This design comes from an exercise in tuning for small area, a short achievable clock period and few clock cycles on the open sky130 flow, not from production work.
RTL that was checked went through simulation tests only; none was proved equivalent to the original.
Power is estimated from default activity; no workload was simulated.

==> run a <==
Design datapath, start of the top module:
module datapath(Clk,Rst,imem_addr,imem_rdata,dmem_addr,dmem_wdata,dmem_we,dmem_re,dmem_rdata);
input Clk,Rst;
output [31:0] imem_addr;
input  [31:0] imem_rdata;
output [31:0] dmem_addr;
output [31:0] dmem_wdata;
output dmem_we;
output dmem_re;
input  [31:0] dmem_rdata;
reg  [9:0]  pc;           
reg  [31:0] ir;           
reg         xv;           
reg         xpred;        
reg  [9:0]  xpc1;         
reg  [1:0]  mstep;        
reg  [31:0] m_res;        
reg  [9:0]  m_addr;       
reg  [4:0]  m_rd;         
reg         m_lw, m_sw;
reg  [31:0] rf [1:31];
assign imem_addr  = {20'b0, pc, 2'b0};
assign dmem_addr  = {20'b0, m_addr, 2'b0};
assign dmem_wdata = m_res;
assign dmem_we    = m_sw;
assign dmem_re    = m_lw;
wire [9:0] pc1      = pc + 10'd1;
wire       f_pred   = (imem_rdata[31:26] == 6'h05) & imem_rdata[15];
wire [9:0] f_target = pc1 + imem_rdata[9:0];
wire [5:0] op = ir[31:26];
wire [5:0] fn = ir[5:0];
wire [4:0] rs = ir[25:21];
wire [4:0] rt = ir[20:16];
wire [4:0] rd = ir[15:11];
wire [4:0] sh = ir[10:6];
wire op_r   = (op == 6'h00);
wire op_s2  = (op == 6'h1c);
  ...
==> module datapath, before the edit <==
module datapath(Clk,Rst,imem_addr,imem_rdata,dmem_addr,dmem_wdata,dmem_we,dmem_re,dmem_rdata);
input Clk,Rst;
output [31:0] imem_addr;
input  [31:0] imem_rdata;
output [31:0] dmem_addr;
output [31:0] dmem_wdata;
output dmem_we;
output dmem_re;
input  [31:0] dmem_rdata;
reg  [9:0]  pc;           
reg  [31:0] ir;           
reg         xv;           
reg         xpred;        
reg  [9:0]  xpc1;         
reg  [1:0]  mstep;        
reg  [31:0] m_res;        
reg  [9:0]  m_addr;       
reg  [4:0]  m_rd;         
reg         m_lw, m_sw;
reg  [31:0] rf [1:31];
assign imem_addr  = {20'b0, pc, 2'b0};
assign dmem_addr  = {20'b0, m_addr, 2'b0};
assign dmem_wdata = m_res;
assign dmem_we    = m_sw;
assign dmem_re    = m_lw;
wire [9:0] pc1      = pc + 10'd1;
wire       f_pred   = (imem_rdata[31:26] == 6'h05) & imem_rdata[15];
wire [9:0] f_target = pc1 + imem_rdata[9:0];
wire [5:0] op = ir[31:26];
wire [5:0] fn = ir[5:0];
wire [4:0] rs = ir[25:21];
wire [4:0] rt = ir[20:16];
wire [4:0] rd = ir[15:11];
wire [4:0] sh = ir[10:6];
wire op_r   = (op == 6'h00);
wire op_s2  = (op == 6'h1c);
wire i_add  = op_r  & (fn == 6'h20);
wire i_sub  = op_r  & (fn == 6'h22);
wire i_and  = op_r  & (fn == 6'h24);
wire i_or   = op_r  & (fn == 6'h25);
wire i_slt  = op_r  & (fn == 6'h2a);
wire i_sll  = op_r  & (fn == 6'h00);
wire i_srl  = op_r  & (fn == 6'h02);
wire i_mul  = op_s2 & (fn == 6'h02);
wire i_clz  = op_s2 & (fn == 6'h20);
wire i_clo  = op_s2 & (fn == 6'h21);
wire i_addi = (op == 6'h08);
wire i_ori  = (op == 6'h0d);
wire i_lw   = (op == 6'h23);
wire i_sw   = (op == 6'h2b);
wire i_bne  = (op == 6'h05);
wire wr_rd  = i_add | i_sub | i_and | i_or | i_slt | i_sll | i_srl | i_mul | i_clz | i_clo;
wire wr_rt  = i_addi | i_ori | i_lw;
wire [4:0] dest = (xv & wr_rd) ? rd : (xv & wr_rt) ? rt : 5'd0;
wire [31:0] rf_a = (rs == 5'd0) ? 32'd0 : rf[rs];
wire [31:0] rf_b = (rt == 5'd0) ? 32'd0 : rf[rt];
wire fwd_a = (m_rd != 5'd0) & (m_rd == rs);
wire fwd_b = (m_rd != 5'd0) & (m_rd == rt);
wire [31:0] a = fwd_a ? m_res : rf_a;
wire [31:0] b = fwd_b ? m_res : rf_b;
wire [31:0] imm = {{16{ir[15]}}, ir[15:0]};
wire use_imm = i_addi | i_ori | i_lw | i_sw;
wire [31:0] bo  = use_imm ? imm : b;
wire        subt = i_sub | i_slt;
wire [32:0] sum  = {1'b0, a} + {1'b0, subt ? ~b : bo} + {32'd0, subt};
wire        ltu  = ~sum[32];
wire [31:0] lz_in = i_clo ? ~a : a;
reg  [5:0]  lz;
integer k;
always @(*) begin
    lz = 6'd32;
    for (k = 0; k < 32; k = k + 1)
        if (lz_in[k]) lz = 6'd31 - k[5:0];
end
wire [7:0]  mchunk = (mstep == 2'd0) ? b[31:24] :
                     (mstep == 2'd1) ? b[23:16] :
                     (mstep == 2'd2) ? b[15:8]  : b[7:0];
wire [31:0] macc   = (mstep == 2'd0) ? 32'd0 : {m_res[23:0], 8'd0};
wire [31:0] mout   = macc + a * mchunk;
reg [31:0] res;
always @(*) begin
    res = sum[31:0];
    if (i_and)         res = a & b;
    if (i_or | i_ori)  res = a | bo;
    if (i_slt)         res = {31'd0, ltu};
    if (i_sll)         res = b << sh;
    if (i_srl)         res = b >> sh;
    if (i_clz | i_clo) res = {26'd0, lz};
    if (i_mul)         res = mout;
    if (i_sw)          res = b;
end
wire ldstall  = xv & m_lw & (m_rd != 5'd0) & ((m_rd == rs) | (m_rd == rt));
wire mul_go   = xv & i_mul & ~ldstall;
wire mulstall = mul_go & (mstep != 2'd3);
wire stall    = ldstall | mulstall;
wire taken    = i_bne & (a != b);
wire redirect = xv & i_bne & ~ldstall & (taken != xpred);
wire [9:0] x_target = xpc1 + ir[9:0];
always @(posedge Clk) begin
    if (Rst) begin
        pc    <= 10'd0;
        xv    <= 1'b0;
        mstep <= 2'd0;
        m_rd  <= 5'd0;
        m_lw  <= 1'b0;
        m_sw  <= 1'b0;
    end else begin
        if (redirect) begin
            pc <= taken ? x_target : xpc1;
            xv <= 1'b0;
        end else if (!stall) begin
            pc    <= f_pred ? f_target : pc1;
            xv    <= 1'b1;
        end
        if (mul_go) mstep <= mstep + 2'd1;
        if (stall) begin
            m_rd <= 5'd0;
            m_lw <= 1'b0;
            m_sw <= 1'b0;
        end else begin
            m_rd <= dest;
            m_lw <= xv & i_lw;
            m_sw <= xv & i_sw;
        end
    end
end
always @(posedge Clk) begin
    if (!stall && !redirect) begin
        ir    <= imem_rdata;
        xpred <= f_pred;
        xpc1  <= pc1;
    end
    m_res  <= res;
    m_addr <= sum[11:2];
    if (m_rd != 5'd0)
        rf[m_rd] <= m_lw ? dmem_rdata : m_res;
end
endmodule
export LEC_CHECK = 0
export CAP_MARGIN = 20
export CORE_MARGIN = 2
export CORE_UTILIZATION = 40
export SETUP_SLACK_MARGIN = 3
export SLEW_MARGIN = 20
create_clock -name core_clock -period 35.0 [get_ports {Clk}]
run.sh (not shown) runs the stock make flow with config.mk's settings and CLKGATE_MAP_FILE= SYNTH_SCRIPT=/design/flow/synth_recipe.tcl, a recipe that flattens the netlist after the stock synthesis.
==> run b: changes against run a <==
==> flow/design.v (replaced) <==
`timescale 1ns / 1ps
module datapath(Clk,Rst,imem_addr,imem_rdata,dmem_addr,dmem_wdata,dmem_we,dmem_re,dmem_rdata);
input Clk,Rst;
output [31:0] imem_addr;
input  [31:0] imem_rdata;
output [31:0] dmem_addr;
output [31:0] dmem_wdata;
output dmem_we;
output dmem_re;
input  [31:0] dmem_rdata;
reg  [9:0]  pc;           
reg  [31:0] ir;           
reg  [31:1] oh_rs;        
reg  [31:1] oh_rt;        
reg         fw_rs;        
reg         fw_rt;        
reg         xv;           
reg         xpred;        
reg  [1:0]  fctr;         
reg         mbusy;        
reg  [1:0]  mstep;        
reg  [31:0] m_res;        
reg  [9:0]  m_addr;       
reg  [4:0]  m_rd;         
reg         m_lw, m_sw;
reg  [31:0] rf [1:31];
assign imem_addr  = {20'b0, pc, 2'b0};
assign dmem_addr  = {20'b0, m_addr, 2'b0};
assign dmem_wdata = m_res;
assign dmem_we    = m_sw;
assign dmem_re    = m_lw;
wire [9:0] pc1      = pc + 10'd1;
wire       f_pred   = (imem_rdata[31:26] == 6'h05) & (imem_rdata[15] | fctr[1]);
wire [9:0] f_target = pc1 + imem_rdata[9:0];
wire [5:0] op = ir[31:26];
wire [5:0] fn = ir[5:0];
wire [4:0] rs = ir[25:21];
wire [4:0] rt = ir[20:16];
wire [4:0] rd = ir[15:11];
wire [4:0] sh = ir[10:6];
wire op_r   = (op == 6'h00);
wire op_s2  = (op == 6'h1c);
wire i_add  = op_r  & (fn == 6'h20);
wire i_sub  = op_r  & (fn == 6'h22);
wire i_and  = op_r  & (fn == 6'h24);
wire i_or   = op_r  & (fn == 6'h25);
wire i_slt  = op_r  & (fn == 6'h2a);
wire i_sll  = op_r  & (fn == 6'h00);
wire i_srl  = op_r  & (fn == 6'h02);
wire i_mul  = op_s2 & (fn == 6'h02);
wire i_clz  = op_s2 & (fn == 6'h20);
wire i_clo  = op_s2 & (fn == 6'h21);
wire i_addi = (op == 6'h08);
wire i_ori  = (op == 6'h0d);
wire i_lw   = (op == 6'h23);
wire i_sw   = (op == 6'h2b);
wire i_bne  = (op == 6'h05);
wire wr_rd  = i_add | i_sub | i_and | i_or | i_slt | i_sll | i_srl | i_mul | i_clz | i_clo;
wire wr_rt  = i_addi | i_ori | i_lw;
wire [4:0] dest = (xv & wr_rd) ? rd : (xv & wr_rt) ? rt : 5'd0;
reg  [31:0] rf_a, rf_b;
integer q;
always @(*) begin
    rf_a = 32'd0;
    rf_b = 32'd0;
    for (q = 1; q < 32; q = q + 1) begin
        rf_a = rf_a | (rf[q] & {32{oh_rs[q]}});
        rf_b = rf_b | (rf[q] & {32{oh_rt[q]}});
    end
end
wire [31:0] a = rf_a | (m_res & {32{fw_rs}});
wire [31:0] b = rf_b | (m_res & {32{fw_rt}});
wire [31:0] imm = {{16{ir[15]}}, ir[15:0]};
wire use_imm = i_addi | i_ori | i_lw | i_sw;
wire [31:0] bo  = use_imm ? imm : b;
wire        subt = i_sub | i_slt | i_bne;
wire [32:0] sum  = {1'b0, a} + {1'b0, subt ? ~b : bo} + {32'd0, subt};
wire [31:0] ca = (m_lw & fw_rs) ? dmem_rdata : a;
wire [31:0] cb = (m_lw & fw_rt) ? dmem_rdata : b;
wire        ltu  = ca < cb;
wire        ne   = |sum[31:0];
wire [31:0] lz_in = i_clo ? ~a : a;
reg  [5:0]  lz;
integer k;
always @(*) begin
    lz = 6'd32;
    for (k = 0; k < 32; k = k + 1)
        if (lz_in[k]) lz = 6'd31 - k[5:0];
end
wire        i_sh   = i_sll | i_srl;
wire        m_op   = i_mul | i_sh;
wire [31:0] b_rev;
genvar g;
generate for (g = 0; g < 32; g = g + 1) begin : rev
    assign b_rev[g]    = b[31-g];
    assign mout_rev[g] = mout[31-g];
end endgenerate
wire [31:0] mx     = i_mul ? a : i_srl ? b_rev : b;
wire [1:0]  mslice = mbusy ? mstep : (i_mul ? 2'd3 : sh[4:3]);
wire [8:0]  bc     = (mslice == 2'd3) ? b[31:23] :
                     (mslice == 2'd2) ? b[23:15] :
                     (mslice == 2'd1) ? b[15:7]  : {b[7:0], 1'b0};
wire [31:0] macc   = mbusy ? {m_res[23:0], 8'd0} : 32'd0;
reg  [31:0] pp [0:3];
reg  [3:0]  ng;
reg  [2:0]  bt;
reg         one, two;
integer j;
always @(*) begin
    for (j = 0; j < 4; j = j + 1) begin
        bt    = bc[2*j +: 3];
        if (i_mul) begin
            ng[j] = bt[2] & ~(bt[1] & bt[0]);
            one   = bt[0] ^ bt[1];
            two   = (bt[2] & ~bt[1] & ~bt[0]) | (~bt[2] & bt[1] & bt[0]);
        end else begin
            ng[j] = 1'b0;
            one   = ~mbusy & (sh[2:1] == j) & ~sh[0];
            two   = ~mbusy & (sh[2:1] == j) &  sh[0];
        end
        pp[j] = (({32{one}} & mx) | ({32{two}} & {mx[30:0], 1'b0})) ^ {32{ng[j]}};
    end
end
wire [31:0] mout_rev;
wire [31:0] mout = macc + pp[0] + {pp[1][29:0], 2'b0} + {pp[2][27:0], 4'b0} + {pp[3][25:0], 6'b0}
                 + {25'd0, ng[3], 1'b0, ng[2], 1'b0, ng[1], 1'b0, ng[0]};
wire ldstall  = xv & ~i_slt & m_lw & (fw_rs | fw_rt);
wire m_go     = xv & m_op & ~ldstall;
wire mulstall = m_go & (mslice != 2'd0);
wire stall    = ldstall | mulstall;
reg [31:0] res;
always @(*) begin
    res = sum[31:0];
    if (i_and)         res = a & b;
    if (i_or | i_ori)  res = a | bo;
    if (i_slt)         res = {31'd0, ltu};
    if (i_clz | i_clo) res = {26'd0, lz};
    if (m_op)          res = (i_srl & ~mulstall) ? mout_rev : mout;
    if (i_sw)          res = b;
end
wire taken    = i_bne & ne;
wire redirect = xv & i_bne & ~ldstall & (taken != xpred);
wire [9:0] x_redir = pc + (xpred ? (~ir[9:0] + 10'd1) : ir[9:0]);
wire [4:0] n_rs = stall ? rs : imem_rdata[25:21];
wire [4:0] n_rt = stall ? rt : imem_rdata[20:16];
wire [4:0] n_rd = stall ? 5'd0 : dest;
wire       n_fs = (n_rd != 5'd0) & (n_rd == n_rs);
wire       n_ft = (n_rd != 5'd0) & (n_rd == n_rt);
always @(posedge Clk) begin
    if (Rst) begin
        pc    <= 10'd0;
        xv    <= 1'b0;
        mbusy <= 1'b0;
        fctr  <= 2'b01;
        m_rd  <= 5'd0;
        m_lw  <= 1'b0;
        m_sw  <= 1'b0;
    end else begin
        if (redirect) begin
            pc <= x_redir;
            xv <= 1'b0;
        end else if (!stall) begin
            pc <= f_pred ? f_target : pc1;
            xv <= 1'b1;
        end
        if (xv & i_bne & ~ldstall & ~ir[15])
            fctr <= taken ? (fctr == 2'b11 ? 2'b11 : fctr + 2'b01)
                          : (fctr == 2'b00 ? 2'b00 : fctr - 2'b01);
        if (m_go) begin
            mbusy <= mulstall;
            mstep <= mslice - 2'd1;
        end
        if (stall) begin
            m_rd <= 5'd0;
            m_lw <= 1'b0;
            m_sw <= 1'b0;
        end else begin
            m_rd <= n_rd;
            m_lw <= xv & i_lw;
            m_sw <= xv & i_sw;
        end
    end
end
integer r;
always @(posedge Clk) begin
    if (!stall) begin
        ir    <= imem_rdata;
        xpred <= f_pred;
    end
    for (r = 1; r < 32; r = r + 1) begin
        oh_rs[r] <= (n_rs == r) & ~n_fs;
        oh_rt[r] <= (n_rt == r) & ~n_ft;
    end
    fw_rs <= n_fs;
    fw_rt <= n_ft;
    m_res  <= res;
    m_addr <= sum[11:2];
    if (m_rd != 5'd0)
        rf[m_rd] <= m_lw ? dmem_rdata : m_res;
end
endmodule
==> flow/flow/run.sh (new file) <==
#!/bin/bash
# Standard ORFS layout, with repair_timing asked to leave a setup margin so
# that the resizer works on the paths that set the achieved period, and the
# port buffers made with a plain buffer cell.
set -euo pipefail
bash standard.sh SETUP_SLACK_MARGIN=26.5 'BUFFER_PORTS_ARGS=-buffer_cell sky130_fd_sc_hd__buf_2' finish > make_finish.log 2>&1
==> flow/standard.sh (new file) <==
#!/bin/bash
# synth_recipe.tcl (not shown) runs the flow's synth.tcl, then flattens the netlist and writes it again
# the make line also repeats each setting of config.mk as NAME=value (left out here)
make -C /OpenROAD-flow-scripts/flow DESIGN_CONFIG=/design/flow/config.mk WORK_HOME=/design/flow/orfs CLKGATE_MAP_FILE= SYNTH_SCRIPT=/design/flow/synth_recipe.tcl "${@:-finish}"
removed: flow/run.sh
==> run c: changes against run a <==
--- a/flow/design.v
+++ b/flow/design.v
@@ -10,9 +10,11 @@
 input  [31:0] dmem_rdata;
 reg  [9:0]  pc;           
 reg  [31:0] ir;           
+reg  [31:1] oh_rs;        
+reg  [31:1] oh_rt;        
 reg         xv;           
 reg         xpred;        
-reg  [9:0]  xpc1;         
+reg         mbusy;        
 reg  [1:0]  mstep;        
 reg  [31:0] m_res;        
 reg  [9:0]  m_addr;       
@@ -53,8 +55,16 @@
 wire wr_rd  = i_add | i_sub | i_and | i_or | i_slt | i_sll | i_srl | i_mul | i_clz | i_clo;
 wire wr_rt  = i_addi | i_ori | i_lw;
 wire [4:0] dest = (xv & wr_rd) ? rd : (xv & wr_rt) ? rt : 5'd0;
-wire [31:0] rf_a = (rs == 5'd0) ? 32'd0 : rf[rs];
-wire [31:0] rf_b = (rt == 5'd0) ? 32'd0 : rf[rt];
+reg  [31:0] rf_a, rf_b;
+integer q;
+always @(*) begin
+    rf_a = 32'd0;
+    rf_b = 32'd0;
+    for (q = 1; q < 32; q = q + 1) begin
+        rf_a = rf_a | (rf[q] & {32{oh_rs[q]}});
+        rf_b = rf_b | (rf[q] & {32{oh_rt[q]}});
+    end
+end
 wire fwd_a = (m_rd != 5'd0) & (m_rd == rs);
 wire fwd_b = (m_rd != 5'd0) & (m_rd == rt);
 wire [31:0] a = fwd_a ? m_res : rf_a;
@@ -62,9 +72,10 @@
 wire [31:0] imm = {{16{ir[15]}}, ir[15:0]};
 wire use_imm = i_addi | i_ori | i_lw | i_sw;
 wire [31:0] bo  = use_imm ? imm : b;
-wire        subt = i_sub | i_slt;
+wire        subt = i_sub | i_slt | i_bne;
 wire [32:0] sum  = {1'b0, a} + {1'b0, subt ? ~b : bo} + {32'd0, subt};
 wire        ltu  = ~sum[32];
+wire        ne   = |sum[31:0];
 wire [31:0] lz_in = i_clo ? ~a : a;
 reg  [5:0]  lz;
 integer k;
@@ -73,47 +84,82 @@
     for (k = 0; k < 32; k = k + 1)
         if (lz_in[k]) lz = 6'd31 - k[5:0];
 end
-wire [7:0]  mchunk = (mstep == 2'd0) ? b[31:24] :
-                     (mstep == 2'd1) ? b[23:16] :
-                     (mstep == 2'd2) ? b[15:8]  : b[7:0];
-wire [31:0] macc   = (mstep == 2'd0) ? 32'd0 : {m_res[23:0], 8'd0};
-wire [31:0] mout   = macc + a * mchunk;
+wire        i_sh   = i_sll | i_srl;
+wire        m_op   = i_mul | i_sh;
+wire [31:0] b_rev;
+genvar g;
+generate for (g = 0; g < 32; g = g + 1) begin : rev
+    assign b_rev[g]    = b[31-g];
+    assign mout_rev[g] = mout[31-g];
+end endgenerate
+wire [31:0] mx     = i_mul ? a : i_srl ? b_rev : b;
+wire [1:0]  mslice = mbusy ? mstep : (i_mul ? 2'd3 : sh[4:3]);
+wire [8:0]  bc     = (mslice == 2'd3) ? b[31:23] :
+                     (mslice == 2'd2) ? b[23:15] :
+                     (mslice == 2'd1) ? b[15:7]  : {b[7:0], 1'b0};
+wire [31:0] macc   = mbusy ? {m_res[23:0], 8'd0} : 32'd0;
+reg  [31:0] pp [0:3];
+reg  [3:0]  ng;
+reg  [2:0]  bt;
+reg         one, two;
+integer j;
+always @(*) begin
+    for (j = 0; j < 4; j = j + 1) begin
+        bt    = bc[2*j +: 3];
+        if (i_mul) begin
+            ng[j] = bt[2] & ~(bt[1] & bt[0]);
+            one   = bt[0] ^ bt[1];
+            two   = (bt[2] & ~bt[1] & ~bt[0]) | (~bt[2] & bt[1] & bt[0]);
+        end else begin
+            ng[j] = 1'b0;
+            one   = ~mbusy & (sh[2:1] == j) & ~sh[0];
+            two   = ~mbusy & (sh[2:1] == j) &  sh[0];
+        end
+        pp[j] = (({32{one}} & mx) | ({32{two}} & {mx[30:0], 1'b0})) ^ {32{ng[j]}};
+    end
+end
+wire [31:0] mout_rev;
+wire [31:0] mout = macc + pp[0] + {pp[1][29:0], 2'b0} + {pp[2][27:0], 4'b0} + {pp[3][25:0], 6'b0}
+                 + {25'd0, ng[3], 1'b0, ng[2], 1'b0, ng[1], 1'b0, ng[0]};
+wire ldstall  = xv & m_lw & (m_rd != 5'd0) & ((m_rd == rs) | (m_rd == rt));
+wire m_go     = xv & m_op & ~ldstall;
+wire mulstall = m_go & (mslice != 2'd0);
+wire stall    = ldstall | mulstall;
 reg [31:0] res;
 always @(*) begin
     res = sum[31:0];
     if (i_and)         res = a & b;
     if (i_or | i_ori)  res = a | bo;
     if (i_slt)         res = {31'd0, ltu};
-    if (i_sll)         res = b << sh;
-    if (i_srl)         res = b >> sh;
     if (i_clz | i_clo) res = {26'd0, lz};
-    if (i_mul)         res = mout;
+    if (m_op)          res = (i_srl & ~mulstall) ? mout_rev : mout;
     if (i_sw)          res = b;
 end
-wire ldstall  = xv & m_lw & (m_rd != 5'd0) & ((m_rd == rs) | (m_rd == rt));
-wire mul_go   = xv & i_mul & ~ldstall;
-wire mulstall = mul_go & (mstep != 2'd3);
-wire stall    = ldstall | mulstall;
-wire taken    = i_bne & (a != b);
+wire taken    = i_bne & ne;
 wire redirect = xv & i_bne & ~ldstall & (taken != xpred);
-wire [9:0] x_target = xpc1 + ir[9:0];
+wire [9:0] x_redir = pc + (xpred ? (~ir[9:0] + 10'd1) : ir[9:0]);
+wire [4:0] n_rs = stall ? rs : imem_rdata[25:21];
+wire [4:0] n_rt = stall ? rt : imem_rdata[20:16];
 always @(posedge Clk) begin
     if (Rst) begin
         pc    <= 10'd0;
         xv    <= 1'b0;
-        mstep <= 2'd0;
+        mbusy <= 1'b0;
         m_rd  <= 5'd0;
         m_lw  <= 1'b0;
         m_sw  <= 1'b0;
     end else begin
         if (redirect) begin
-            pc <= taken ? x_target : xpc1;
+            pc <= x_redir;
             xv <= 1'b0;
         end else if (!stall) begin
-            pc    <= f_pred ? f_target : pc1;
-            xv    <= 1'b1;
+            pc <= f_pred ? f_target : pc1;
+            xv <= 1'b1;
         end
-        if (mul_go) mstep <= mstep + 2'd1;
+        if (m_go) begin
+            mbusy <= mulstall;
+            mstep <= mslice - 2'd1;
+        end
         if (stall) begin
             m_rd <= 5'd0;
             m_lw <= 1'b0;
@@ -125,11 +171,15 @@
         end
     end
 end
+integer r;
 always @(posedge Clk) begin
-    if (!stall && !redirect) begin
+    if (!stall) begin
         ir    <= imem_rdata;
         xpred <= f_pred;
-        xpc1  <= pc1;
+    end
+    for (r = 1; r < 32; r = r + 1) begin
+        oh_rs[r] <= (n_rs == r);
+        oh_rt[r] <= (n_rt == r);
     end
     m_res  <= res;
     m_addr <= sum[11:2];
==> flow/flow/run.sh (new file) <==
#!/bin/bash
# Standard ORFS layout, with repair_timing asked to leave a setup margin so
# that the resizer works on the paths that set the achieved period.
set -euo pipefail
bash standard.sh SETUP_SLACK_MARGIN=26.5 finish > make_finish.log 2>&1
==> flow/standard.sh (new file) <==
#!/bin/bash
# synth_recipe.tcl (not shown) runs the flow's synth.tcl, then flattens the netlist and writes it again
# the make line also repeats each setting of config.mk as NAME=value (left out here)
make -C /OpenROAD-flow-scripts/flow DESIGN_CONFIG=/design/flow/config.mk WORK_HOME=/design/flow/orfs CLKGATE_MAP_FILE= SYNTH_SCRIPT=/design/flow/synth_recipe.tcl "${@:-finish}"
removed: flow/run.sh
==> notes <==
- Sequential cell count, highest first: run b, run c, run a.
- The highest die area belongs to run a, the lowest to run c.
- Power, highest first: run a, run b, run c.
- Of run c and run b, run b has the higher routed wire length (gap about 3.7%, measured against run b).
- Of run c and run a, run c has the higher first-iteration DRC count (gap 100%, measured against run a).
Testbench counts of run a, summed over its fixed seeds: cycles 213,222.
Function not checked in run b and run c: the RTL went through the layout flow alone.

[what the ideal ports hide]
In the flow no input, the clock included, has a driving cell. The finished layouts below were timed again as built, in two steps.
Step 1: set_driving_cell puts a clkbuf_16 on Clk and a buf_2 on each other input, an assumption about the parent block.
Step 2, shift: input delay + t, output delay - t, t = (earliest + latest rising clock arrival at the registers) / 2. This alone moves slack from input paths to output paths.
Slacks: ideal / step 1 / step 2; pairs: ideal / step 1.
run	shift t [ns]	setup slack, ns	worst hold slack (ns)	latest minus earliest clock arrival (ns)
run a	0.830	23.500 / 23.500 / 23.500	0.540 / 0.540 / 0.540	0.096 / 0.095
run b	0.847	26.465 / 26.414 / 25.602	0.511 / 0.511 / 0.511	0.075 / 0.075
run c	0.848	26.404 / 26.404 / 25.703	0.551 / 0.551 / 0.551	0.072 / 0.073
After both steps setup and hold are still met in every run listed. For run b, which loses most, drivers alone change the setup slack by -0.051 ns; drivers and shift together by -0.863 ns.
